This is an optimization exercise on Yosys and OpenROAD, whose aim is small area, not a production implementation.
Function was checked by simulation only, so behaviour that the tests miss may differ from the original.

==> job 7242 <==
Design fir, start of the top module:
module fir(
    input clk,
    input rst,
    input signed [15:0] x_in,
    output reg signed [31:0] y_out
);
Settings: LEC_CHECK=0, CAP_MARGIN=20, CORE_MARGIN=2, CORE_UTILIZATION=60, CTS_BUF_LIST=sky130_fd_sc_hd__clkbuf_8, CTS_CLUSTER_DIAMETER=80, CTS_CLUSTER_SIZE=22, PLACE_DENSITY=0.75, SLEW_MARGIN=20, SYNTH_HIERARCHICAL=1, SYNTH_MINIMUM_KEEP_SIZE=0; clock period 12.0 ns.
standard.sh (not shown) runs the stock make flow with config.mk's settings and CLKGATE_MAP_FILE= SYNTH_SCRIPT=/design/flow/synth_recipe.tcl, a recipe that flattens the netlist after the stock synthesis.
==> flow/flow/run.sh <==
#!/bin/bash
# Own flow: the standard layout (standard.sh) with two changes:
#  - the port buffers that global placement inserts are the smallest buffer
#    cell (buf_1) instead of the default choice;
#  - clock tree synthesis does not add dummy loads.
set -euo pipefail
export BUFFER_PORTS_ARGS="-buffer_cell sky130_fd_sc_hd__buf_1"
export CTS_ARGS="-sink_clustering_enable -repair_clock_nets -sink_clustering_size 22 -sink_clustering_max_diameter 80 -buf_list sky130_fd_sc_hd__clkbuf_8 -dont_use_dummy_load"
bash standard.sh > standard.log 2>&1
==> job 7693 (differences from job 7242) <==
--- a/flow/flow/run.sh
+++ b/flow/flow/run.sh
@@ -7,3 +7,3 @@
 export BUFFER_PORTS_ARGS="-buffer_cell sky130_fd_sc_hd__buf_1"
-export CTS_ARGS="-sink_clustering_enable -repair_clock_nets -sink_clustering_size 22 -sink_clustering_max_diameter 80 -buf_list sky130_fd_sc_hd__clkbuf_8 -dont_use_dummy_load"
+export CTS_ARGS="-sink_clustering_enable -repair_clock_nets -sink_clustering_size 18 -sink_clustering_max_diameter 70 -buf_list sky130_fd_sc_hd__clkbuf_8 -dont_use_dummy_load"
 bash standard.sh > standard.log 2>&1
Settings changed: CORE_UTILIZATION 60 to 70, CTS_CLUSTER_DIAMETER 80 to 70, CTS_CLUSTER_SIZE 22 to 18, PLACE_DENSITY 0.75 to 0.85.
==> job 2821 (differences from job 7242) <==
--- a/flow/flow/run.sh
+++ b/flow/flow/run.sh
@@ -7,3 +7,3 @@
 export BUFFER_PORTS_ARGS="-buffer_cell sky130_fd_sc_hd__buf_1"
-export CTS_ARGS="-sink_clustering_enable -repair_clock_nets -sink_clustering_size 22 -sink_clustering_max_diameter 80 -buf_list sky130_fd_sc_hd__clkbuf_8 -dont_use_dummy_load"
+export CTS_ARGS="-sink_clustering_enable -repair_clock_nets -sink_clustering_size 10 -sink_clustering_max_diameter 40 -buf_list sky130_fd_sc_hd__clkbuf_4 -dont_use_dummy_load"
 bash standard.sh > standard.log 2>&1
Settings changed: CTS_CLUSTER_DIAMETER 80 to 70, CTS_CLUSTER_SIZE 22 to 18.
==> job 6369 (differences from job 7242) <==
--- a/flow/flow/run.sh
+++ b/flow/flow/run.sh
@@ -7,3 +7,3 @@
 export BUFFER_PORTS_ARGS="-buffer_cell sky130_fd_sc_hd__buf_1"
-export CTS_ARGS="-sink_clustering_enable -repair_clock_nets -sink_clustering_size 22 -sink_clustering_max_diameter 80 -buf_list sky130_fd_sc_hd__clkbuf_8 -dont_use_dummy_load"
+export CTS_ARGS="-sink_clustering_enable -repair_clock_nets -sink_clustering_size 12 -sink_clustering_max_diameter 50 -buf_list {sky130_fd_sc_hd__clkbuf_4 sky130_fd_sc_hd__clkbuf_8} -dont_use_dummy_load"
 bash standard.sh > standard.log 2>&1
Settings changed: CTS_CLUSTER_DIAMETER 80 to 70, CTS_CLUSTER_SIZE 22 to 18.
==> summary of the runs <==
- Of job 2821 and job 6369, job 2821 has the higher clock skew (gap 0.024 ns).
- Final cell count: job 7693 is smaller than job 7242 (4.1%).
- Utilization: job 2821 < job 7242 < job 6369 < job 7693.
- Flip-flop and latch count is the same in job 2821 and job 6369.
- The lowest worst setup slack belongs to job 7693, the highest to job 6369.

==> harbor: inputs <==
Starting RTL as in the previous note.
## fir
module fir(
    input clk,
    input rst,
    input signed [15:0] x_in,
    output reg signed [31:0] y_out
);
    reg [15:0] r0;
    reg [15:0] r1;
    reg [15:0] r2;
    reg [15:0] r3;
    reg [15:0] r4;
    reg [15:0] r5;
    reg [15:0] r6;
    reg [15:0] r7;
    reg [15:0] r8;
    reg [15:0] r9;
    reg [15:0] r10;
    reg [15:0] r11;
    reg [15:0] r12;
    reg [15:0] r13;
    reg [15:0] r14;
    reg [15:0] r15;
    wire n1, n2;
    ha un1 (.a(r1[0]), .b(r15[0]), .s(n1), .co(n2));
    wire n3, n4;
    fa un3 (.a(r1[1]), .b(r15[1]), .c(n2), .s(n3), .co(n4));
    wire n5, n6;
    fa un5 (.a(r1[2]), .b(r15[2]), .c(n4), .s(n5), .co(n6));
    wire n7, n8;
    fa un7 (.a(r1[3]), .b(r15[3]), .c(n6), .s(n7), .co(n8));
    wire n9, n10;
    fa un9 (.a(r1[4]), .b(r15[4]), .c(n8), .s(n9), .co(n10));
    wire n11, n12;
    fa un11 (.a(r1[5]), .b(r15[5]), .c(n10), .s(n11), .co(n12));
    wire n13, n14;
    fa un13 (.a(r1[6]), .b(r15[6]), .c(n12), .s(n13), .co(n14));
    wire n15, n16;
    fa un15 (.a(r1[7]), .b(r15[7]), .c(n14), .s(n15), .co(n16));
    wire n17, n18;
    fa un17 (.a(r1[8]), .b(r15[8]), .c(n16), .s(n17), .co(n18));
    wire n19, n20;
    ha un19 (.a(r1[9]), .b(r15[9]), .s(n19), .co(n20));
    wire n21, n22;
    fa un21 (.a(r1[10]), .b(r15[10]), .c(n20), .s(n21), .co(n22));
    wire n23, n24;
    fa un23 (.a(r1[11]), .b(r15[11]), .c(n22), .s(n23), .co(n24));
    wire n25, n26;
    fa un25 (.a(r1[12]), .b(r15[12]), .c(n24), .s(n25), .co(n26));
    wire n27, n28;
    fa un27 (.a(r1[13]), .b(r15[13]), .c(n26), .s(n27), .co(n28));
    wire n29, n30;
    fa un29 (.a(r1[14]), .b(r15[14]), .c(n28), .s(n29), .co(n30));
    wire n31, n32;
    fa un31 (.a(r1[15]), .b(r15[15]), .c(n30), .s(n31), .co(n32));
    wire n33, n34;
    ha un33 (.a(r2[0]), .b(r14[0]), .s(n33), .co(n34));
    wire n35, n36;
  ...
clock: 12.0 ns
lec_check: 0
cap_margin: 8
core_margin: 2
core_utilization: 60
cts_buf_list: sky130_fd_sc_hd__clkbuf_8
cts_cluster_diameter: 70
cts_cluster_size: 18
place_density: 0.75
slew_margin: 8
synth_hierarchical: 1
synth_minimum_keep_size: 0
==> flow/flow/run.sh <==
#!/bin/bash
# Own flow: the standard layout (standard.sh) with two changes:
#  - the port buffers that global placement inserts are the smallest buffer
#    cell (buf_1) instead of the default choice;
#  - clock tree synthesis does not add dummy loads.
set -euo pipefail
export BUFFER_PORTS_ARGS="-buffer_cell sky130_fd_sc_hd__buf_1"
export CTS_ARGS="-sink_clustering_enable -repair_clock_nets -sink_clustering_size 18 -sink_clustering_max_diameter 70 -buf_list sky130_fd_sc_hd__clkbuf_8 -dont_use_dummy_load"
bash standard.sh > standard.log 2>&1
==> lagoon: changes against harbor <==
- CAP_MARGIN: 8 -> 20
- SLEW_MARGIN: 8 -> 20
==> pepper: changes against harbor <==
- CAP_MARGIN: 8 -> 20
- GPL_TIMING_DRIVEN: unset -> 0
- SLEW_MARGIN: 8 -> 20
==> yarrow: changes against harbor <==
- CAP_MARGIN: 8 -> 0
- SLEW_MARGIN: 8 -> 0
==> comparison table <==
                                                                 yarrow      pepper      harbor      lagoon
Run status                              no timing/DRC/antenna violations  no timing/DRC/antenna violations  no timing/DRC/antenna violations  no timing/DRC/antenna violations
Setup slack after placement                                   0.07504 ns  -0.1074 ns  0.07504 ns  0.07504 ns
Number of ordinary and repair buffers in the finished layout          69          70          69          69
Fraction of area in multi-input gates                             56.97%      56.96%      56.97%      56.97%
Via count                                                          8,870       8,732       8,870       8,870
Seq/total area                                                    34.81%      34.52%      34.81%      34.81%
Post-Route WL                                                  42,010 um   39,870 um   42,010 um   42,010 um
Routed vias/inst                                                   5.565       5.468       5.565       5.565
Post_cts resized                                                       0          16           0           0
Combined buffer and inverter count along the critical path             1           2           1           1
Detailed Routing Iterations Pass 1                                     6           5           6           6
Crit-path max cell delay                                         0.59 ns     0.58 ns     0.59 ns     0.59 ns
Clock buf count                                                       21          23          21          21
Initial DRC count                                                    747         679         747         747
Min Tclk post-route                                             11.73 ns    11.74 ns    11.73 ns    11.73 ns
Non-clock buffer share of cell area                               1.609%      1.823%      1.609%      1.609%
Overall global routing resource usage                             27.28%      25.97%      27.28%      27.28%

## static timing again, ports no longer ideal
The flow's constraints put no driver on any port. The routed layouts listed below were extracted and timed again, unchanged, in two steps. Step 1, drivers: a clkbuf_16 drives clk and a buf_2 each remaining input, both assumed. Step 2 moves the port delays by t, midway between the first and last clock arrival at a register: inputs arrive t later, outputs are due t later. That takes back most of the time a late clock gives input paths. Three values: ideal ports, drivers, drivers and shift; two values: the first two.
| run | t, ns | slack for setup (ns) | worst hold slack (ns) | slew at the worst register clock pin (ns) |
|---|---|---|---|---|
| job 7242 | 0.587 | 0.305 / 0.305 / 0.305 | 0.314 / 0.314 / 0.314 | 0.12 / 0.12 |
| job 7693 | 0.591 | 0.273 / 0.273 / 0.273 | 0.338 / 0.338 / 0.338 | 0.11 / 0.11 |
| job 2821 | 0.696 | 0.306 / 0.306 / 0.306 | 0.330 / 0.330 / 0.330 | 0.11 / 0.11 |
| job 6369 | 0.636 | 0.312 / 0.312 / 0.312 | 0.338 / 0.338 / 0.338 | 0.08 / 0.08 |
| harbor | 0.605 | 0.275 / 0.275 / 0.275 | 0.346 / 0.346 / 0.346 | 0.11 / 0.11 |
| lagoon | 0.605 | 0.275 / 0.275 / 0.275 | 0.346 / 0.346 / 0.346 | 0.11 / 0.11 |
| pepper | 0.608 | 0.263 / 0.263 / 0.263 | 0.355 / 0.355 / 0.355 | 0.11 / 0.11 |
| yarrow | 0.605 | 0.275 / 0.275 / 0.275 | 0.346 / 0.346 / 0.346 | 0.11 / 0.11 |
After both steps every run listed still meets setup and hold.
